What follows belongs to an exercise in optimizing a design on an open flow for small area, a short achievable clock period and few clock cycles per item; a production flow would make more cautious choices. Only simulation tests tie the RTL to the original design; equivalence was not proved. No activity file was given, so power comes from the tool's default toggle rates.

Design divider, start of the top module:
module divider #(
    parameter WIDTH = 32
)(
    input  logic                   clk,
    input  logic                   rst_n,
    input  logic                   start,
    input  logic [WIDTH-1:0]       dividend,
    input  logic [WIDTH-1:0]       divisor,
    output logic [WIDTH-1:0]       quotient,
    output logic [WIDTH-1:0]       remainder,
    output logic                   done
);
Size: roughly 1200 cells after synthesis, roughly 100 flip-flops, about 0.011 mm2 of cells after synthesis.
make LEC_CHECK=0 CAP_MARGIN=20 CORE_MARGIN=2 CORE_UTILIZATION=40 SETUP_SLACK_MARGIN=2 SLEW_MARGIN=20 finish   # period 5.0 ns
run.sh (not shown) runs the stock make flow with config.mk's settings and CLKGATE_MAP_FILE= SYNTH_SCRIPT=/design/flow/synth_recipe.tcl, a recipe that flattens the netlist after the stock synthesis.
Testbench counts at the start, summed over its fixed seeds: cycles 13,384, items 1,280.
Change:
==> flow/flow/run.sh (new file) <==
#!/bin/bash
# The standard layout, with each port buffered by a sky130 buf_1 instead of
# the buffer buffer_ports picks by default.
set -euo pipefail
export BUFFER_PORTS_ARGS="-buffer_cell sky130_fd_sc_hd__buf_1"
bash standard.sh > standard.log 2>&1
==> flow/standard.sh (new file) <==
#!/bin/bash
# synth_recipe.tcl (not shown) runs the flow's synth.tcl, then flattens the netlist and writes it again
# the make line also repeats each setting of config.mk as NAME=value (left out here)
make -C /OpenROAD-flow-scripts/flow DESIGN_CONFIG=/design/flow/config.mk WORK_HOME=/design/flow/orfs CLKGATE_MAP_FILE= SYNTH_SCRIPT=/design/flow/synth_recipe.tcl "${@:-finish}"
- CAP_MARGIN: 20 -> 0
- SETUP_SLACK_MARGIN: 2 -> 1
- SLEW_MARGIN: 20 -> 0
removed: flow/run.sh
Fmax climbs by about 0.5%.
Non-clock buffer count fell by 88.
Synthesized cell count is unchanged.
Wire length drops by 5.4%.
Synthesized area stays the same.
Clock-buffer cell count came out higher by 1.
Hold slack gets worse by 0.14 ns.
Change:
- CAP_MARGIN: 0 -> 20
- CORE_UTILIZATION: 40 -> 60
- SLEW_MARGIN: 0 -> 20
Power fell by about 3%.
Non-clock buffer count fell by 14.
Sequential power hardly moves.
Synthesized cell count stays the same.
Change:
==> flow/run.sh (new file) <==
#!/bin/bash
# synth_recipe.tcl (not shown) runs the flow's synth.tcl, then flattens the netlist and writes it again
# the make line also repeats each setting of config.mk as NAME=value (left out here)
make -C /OpenROAD-flow-scripts/flow DESIGN_CONFIG=/design/flow/config.mk WORK_HOME=/design/flow/orfs CLKGATE_MAP_FILE= SYNTH_SCRIPT=/design/flow/synth_recipe.tcl finish
- CORE_UTILIZATION: 60 -> 40
- SETUP_SLACK_MARGIN: 1 -> not set
removed: flow/flow/run.sh
removed: flow/standard.sh
The changed run ran to the end with no violations.
Worst setup slack is worse by 0.76 ns.
Total power falls by about 0.4%.
Non-clock buffer count falls by 19.
First-iteration DRC count falls by about 6.4%.

* * *

run 1:
The RTL this note starts from:
==> flow/design.v <==
module divider #(
    parameter WIDTH = 32
)(
    input  logic                   clk,
    input  logic                   rst_n,
    input  logic                   start,
    input  logic [WIDTH-1:0]       dividend,
    input  logic [WIDTH-1:0]       divisor,
    output logic [WIDTH-1:0]       quotient,
    output logic [WIDTH-1:0]       remainder,
    output logic                   done
);
    logic        busy;
    logic [3:0]  cnt;           
    logic [31:0] rem_reg;       
    logic [31:0] quo_reg;       
    logic [31:0] dsr_reg;       
    logic [15:0] pair;
    logic [3:0]  mpos;
    always_comb begin
        for (int i = 0; i < 16; i++)
            pair[i] = divisor[2*i+1] | divisor[2*i];
        mpos[3] = |pair[15:8];
        mpos[2] = mpos[3] ? |pair[15:12] : |pair[7:4];
        mpos[1] = mpos[3] ? (mpos[2] ? |pair[15:14] : |pair[11:10])
                          : (mpos[2] ? |pair[7:6]   : |pair[3:2]);
        mpos[0] = mpos[3] ? (mpos[2] ? (mpos[1] ? pair[15] : pair[13]) : (mpos[1] ? pair[11] : pair[9]))
                          : (mpos[2] ? (mpos[1] ? pair[7]  : pair[5])  : (mpos[1] ? pair[3]  : pair[1]));
    end
    logic       hi, zq, dz;
    logic [3:0] sh;
    assign hi = |dividend[31:16];
    assign zq = ~hi & mpos[3];
    assign sh = {hi & ~mpos[3], ~mpos[2:0]};
    assign dz = ~|divisor;
    logic [31:0] dsr_init;
    logic [3:0]  cnt_init;
    assign dsr_init = divisor << {sh, 1'b0};
    assign cnt_init = dz ? 4'd15 : (zq ? 4'd0 : sh);
    logic [34:0] r, d1, d2, d3;
    assign r  = {3'b0, rem_reg};
    assign d1 = r - {3'b0, dsr_reg};
    assign d2 = r - {2'b0, dsr_reg, 1'b0};
    logic [34:0] nd, n2d, s3, cy3;
    assign nd  = ~{3'b0, dsr_reg};
    assign n2d = ~{2'b0, dsr_reg, 1'b0};
    assign s3  = r ^ nd ^ n2d;
    assign cy3 = (r & nd) | (r & n2d) | (nd & n2d);
    assign d3  = s3 - ~{cy3[33:0], 1'b1};
    logic        ge1, ge2, ge3;
    logic [1:0]  qd;
    logic [31:0] rnext;
    assign ge1 = ~d1[34];
    assign ge2 = ~d2[34];
    assign ge3 = ~d3[34];
    assign qd  = {ge2, ge3 | (ge1 & ~ge2)};
    assign rnext = ({32{ge3}}        & d3[31:0])
                 | ({32{ge2 & ~ge3}} & d2[31:0])
                 | ({32{ge1 & ~ge2}} & d1[31:0])
                 | ({32{~ge1}}       & rem_reg);
    always_ff @(posedge clk or negedge rst_n) begin
        if (!rst_n) begin
            busy <= 1'b0;
            done <= 1'b0;
        end else begin
            done <= busy && cnt == 4'd0;
            if (start)
                busy <= 1'b1;
            else if (cnt == 4'd0)
                busy <= 1'b0;
        end
    end
    always_ff @(posedge clk) begin
        if (start)
            quo_reg <= 32'd0;
        else if (busy)
            quo_reg <= {quo_reg[29:0], qd};
    end
    always_ff @(posedge clk) begin
        if (start) begin
            rem_reg <= dividend;
            dsr_reg <= dsr_init;
        end else begin
            rem_reg <= rnext;
            dsr_reg <= (busy && cnt != 4'd0) ? {2'b00, dsr_reg[31:2]} : 32'd0;
        end
    end
    always_ff @(posedge clk) begin
        if (start)
            cnt <= cnt_init;
        else
            cnt <= cnt - 4'd1;
    end
    assign quotient  = quo_reg;
    assign remainder = rem_reg;
endmodule
Settings: LEC_CHECK=0, CAP_MARGIN=20, CORE_MARGIN=2, CORE_UTILIZATION=50, SETUP_SLACK_MARGIN=1, SLEW_MARGIN=20; clock period 5.0 ns.
standard.sh (not shown) runs the stock make flow with config.mk's settings and CLKGATE_MAP_FILE= SYNTH_SCRIPT=/design/flow/synth_recipe.tcl, a recipe that flattens the netlist after the stock synthesis.
==> flow/flow/run.sh <==
#!/bin/bash
# The standard layout, with each port buffered by a sky130 buf_1 instead of
# the buffer buffer_ports picks by default.
set -euo pipefail
export BUFFER_PORTS_ARGS="-buffer_cell sky130_fd_sc_hd__buf_1"
bash standard.sh > standard.log 2>&1
Run 1 finished every stage and its layout cleared the timing, DRC and antenna checks.
Testbench counts of run 1, summed over its fixed seeds: cycles 12,204, items 1,280.
What run 2 does differently from run 1 at the input level:
Settings: a change of SETUP_SLACK_MARGIN from 1 to 1.15; a change of CORE_UTILIZATION from 50 to 40.
### Flow results
Between run 1 and run 2, combinational fraction of design power increased.
[compare] base=run 1 new=run 2: combinational power climbed about 4.7%, maximum cell stage delay along the critical path dropped 0.03 ns, number of placement rows climbed 6.
Run 2 vs run 1, layout overhead on the synthesized area went up by 5.9 points.
Final cell count without fillers ends up higher on run 2.
Looking at clock share of power, run 2 sits 0.3 points lower than run 1 does.
On run 2: setup clock skew after layout is 0.016 ns lower than what run 1 gave.
For run 3, these inputs were changed with respect to run 2:
Settings: SETUP_SLACK_MARGIN changed from 1.15 to 1.
==> run notes <==
Every run in the comparison, run 3 and run 2, completed the flow with a clean layout. Taking run 2 as the reference, in run 3 number of cell instances on the worst register-to-register path saw a decrease, setup slack saw a decrease, critical path depth saw an increase. The final count of pins violating max slew of run 2 and that of run 3 are within noise of each other. Between run 2 and run 3, the cell count went down. Taking run 2 as the reference point, the fraction of area in multi-input gates of run 3 rises by 1.1 points. | internal cell power | higher: run 2 |. Between run 3 and run 2, the power of the sequential group figures differ only marginally. Between run 3 and run 2, it is run 3 whose share of total power in combinational logic is lower, by 0.9 points. Sort run 3 and run 2 by worst-case register-to-register setup slack asc -> top: run 3.

* * *

== run R ==
divider, a different RTL version from the one above (not shown whole).
Size in the first run: about 690 cells after synthesis, ~100 flip-flops, about 130 I/O pins.
export LEC_CHECK = 0
export CAP_MARGIN = 20
export CORE_MARGIN = 2
export CORE_UTILIZATION = 40
export SLEW_MARGIN = 20
create_clock -name core_clock -period 5.0 [get_ports {clk}]
Scripts as last shown in full above: flow/flow/run.sh
Testbench counts of run R, summed over its fixed seeds: cycles 25,488, items 1,280.
### run R -> run X
==> flow/run.sh (new file) <==
#!/bin/bash
# synth_recipe.tcl (not shown) runs the flow's synth.tcl, then flattens the netlist and writes it again
# the make line also repeats each setting of config.mk as NAME=value (left out here)
make -C /OpenROAD-flow-scripts/flow DESIGN_CONFIG=/design/flow/config.mk WORK_HOME=/design/flow/orfs CLKGATE_MAP_FILE= SYNTH_SCRIPT=/design/flow/synth_recipe.tcl finish
removed: flow/flow/run.sh
removed: flow/standard.sh
## What came out
Between run X and run R, the clock power is higher for run X. primary input to register as the type of the setup path with the least slack was reported by run X, and register to register by run R. Delta (run X minus run R): global routing usage summed across all routing layers now sits higher, share of the final layout cell area in multi-input gates now sits lower, global routing met1 resource utilization now sits higher. Reported for run X and run R, average size of a mapped cell turned out identical to the last digit.

* * *

divider, a different RTL version from the one above (not shown whole).
Size: ~1300 cells after synthesis, roughly 100 flip-flops, roughly 130 I/O pins, ~11000 sq um of cells after synthesis.
Settings: LEC_CHECK=0, CAP_MARGIN=20, CORE_MARGIN=2, CORE_UTILIZATION=40, SETUP_SLACK_MARGIN=1, SLEW_MARGIN=20; clock period 5.0 ns.
==> flow/flow/run.sh <==
#!/bin/bash
# The standard layout, with each port buffered by a sky130 buf_1 instead of
# the buffer buffer_ports picks by default.
set -euo pipefail
export BUFFER_PORTS_ARGS="-buffer_cell sky130_fd_sc_hd__buf_1"
bash standard.sh > standard.log 2>&1
The baseline ran to the end with no violations.
Testbench counts at the start, summed over its fixed seeds: cycles 12,769, items 1,280.
==> next run, changes <==
--- a/flow/config.mk
+++ b/flow/config.mk
@@ -10,3 +10,3 @@
 export CORE_UTILIZATION = 40
-export SETUP_SLACK_MARGIN = 1
+export SETUP_SLACK_MARGIN = 0.8
 export SLEW_MARGIN = 20
Outcome: Routed wire length is about the same; total power shrinks by 0.97%; die area is unchanged; non-clock buffer count shrinks by 3; combinational power shrinks by about 1%; setup slack gets worse by 0.20 ns; count of clock-buffer cells in the layout stays the same; sequential cell count does not change.

## re-timing with driven ports
The results above use ideal ports. As a check the final layouts listed here were re-extracted and re-timed, cells and wires unchanged.
Step 1 assumes that a clkbuf_16 drives the clock port and a buf_2 every other input.
Step 2 adds t to the input delays and takes it off the output delays; t is the mean of the earliest and latest rising clock arrival at the registers after step 1. Input paths then give back, and output paths get back, about the clock's delay inside the block.
Three values: no drivers, after step 1, after step 2; two values: the first two.
run	t (ns)	setup WS [ns]	hold WS [ns]
the first run of note 1	0.414	1.077 / 1.077 / 1.077	0.545 / 0.545 / 0.545
the second run of note 1	0.416	1.096 / 1.096 / 0.969	0.402 / 0.379 / 0.536
the third run of note 1	0.416	1.069 / 1.069 / 0.838	0.394 / 0.371 / 0.553
the fourth run of note 1	0.421	0.313 / 0.313 / 0.313	0.549 / 0.549 / 0.549
run 1	0.420	1.170 / 1.177 / 0.781	0.405 / 0.384 / 0.461
run 2	0.416	1.172 / 1.190 / 0.774	0.394 / 0.391 / 0.481
run 3	0.414	1.145 / 1.145 / 0.766	0.396 / 0.391 / 0.478
run R	0.400	1.004 / 1.004 / 0.712	0.411 / 0.396 / 0.487
run X	0.401	0.936 / 0.961 / 0.560	0.483 / 0.483 / 0.483
the first run of note 4	0.407	1.131 / 1.131 / 0.811	0.396 / 0.394 / 0.469
the second run of note 4	0.412	0.930 / 0.930 / 0.570	0.390 / 0.386 / 0.467
After both steps setup and hold are still met in every run listed. For run 2, which loses most, drivers alone change the setup slack by +0.018 ns; drivers and shift together by -0.398 ns.
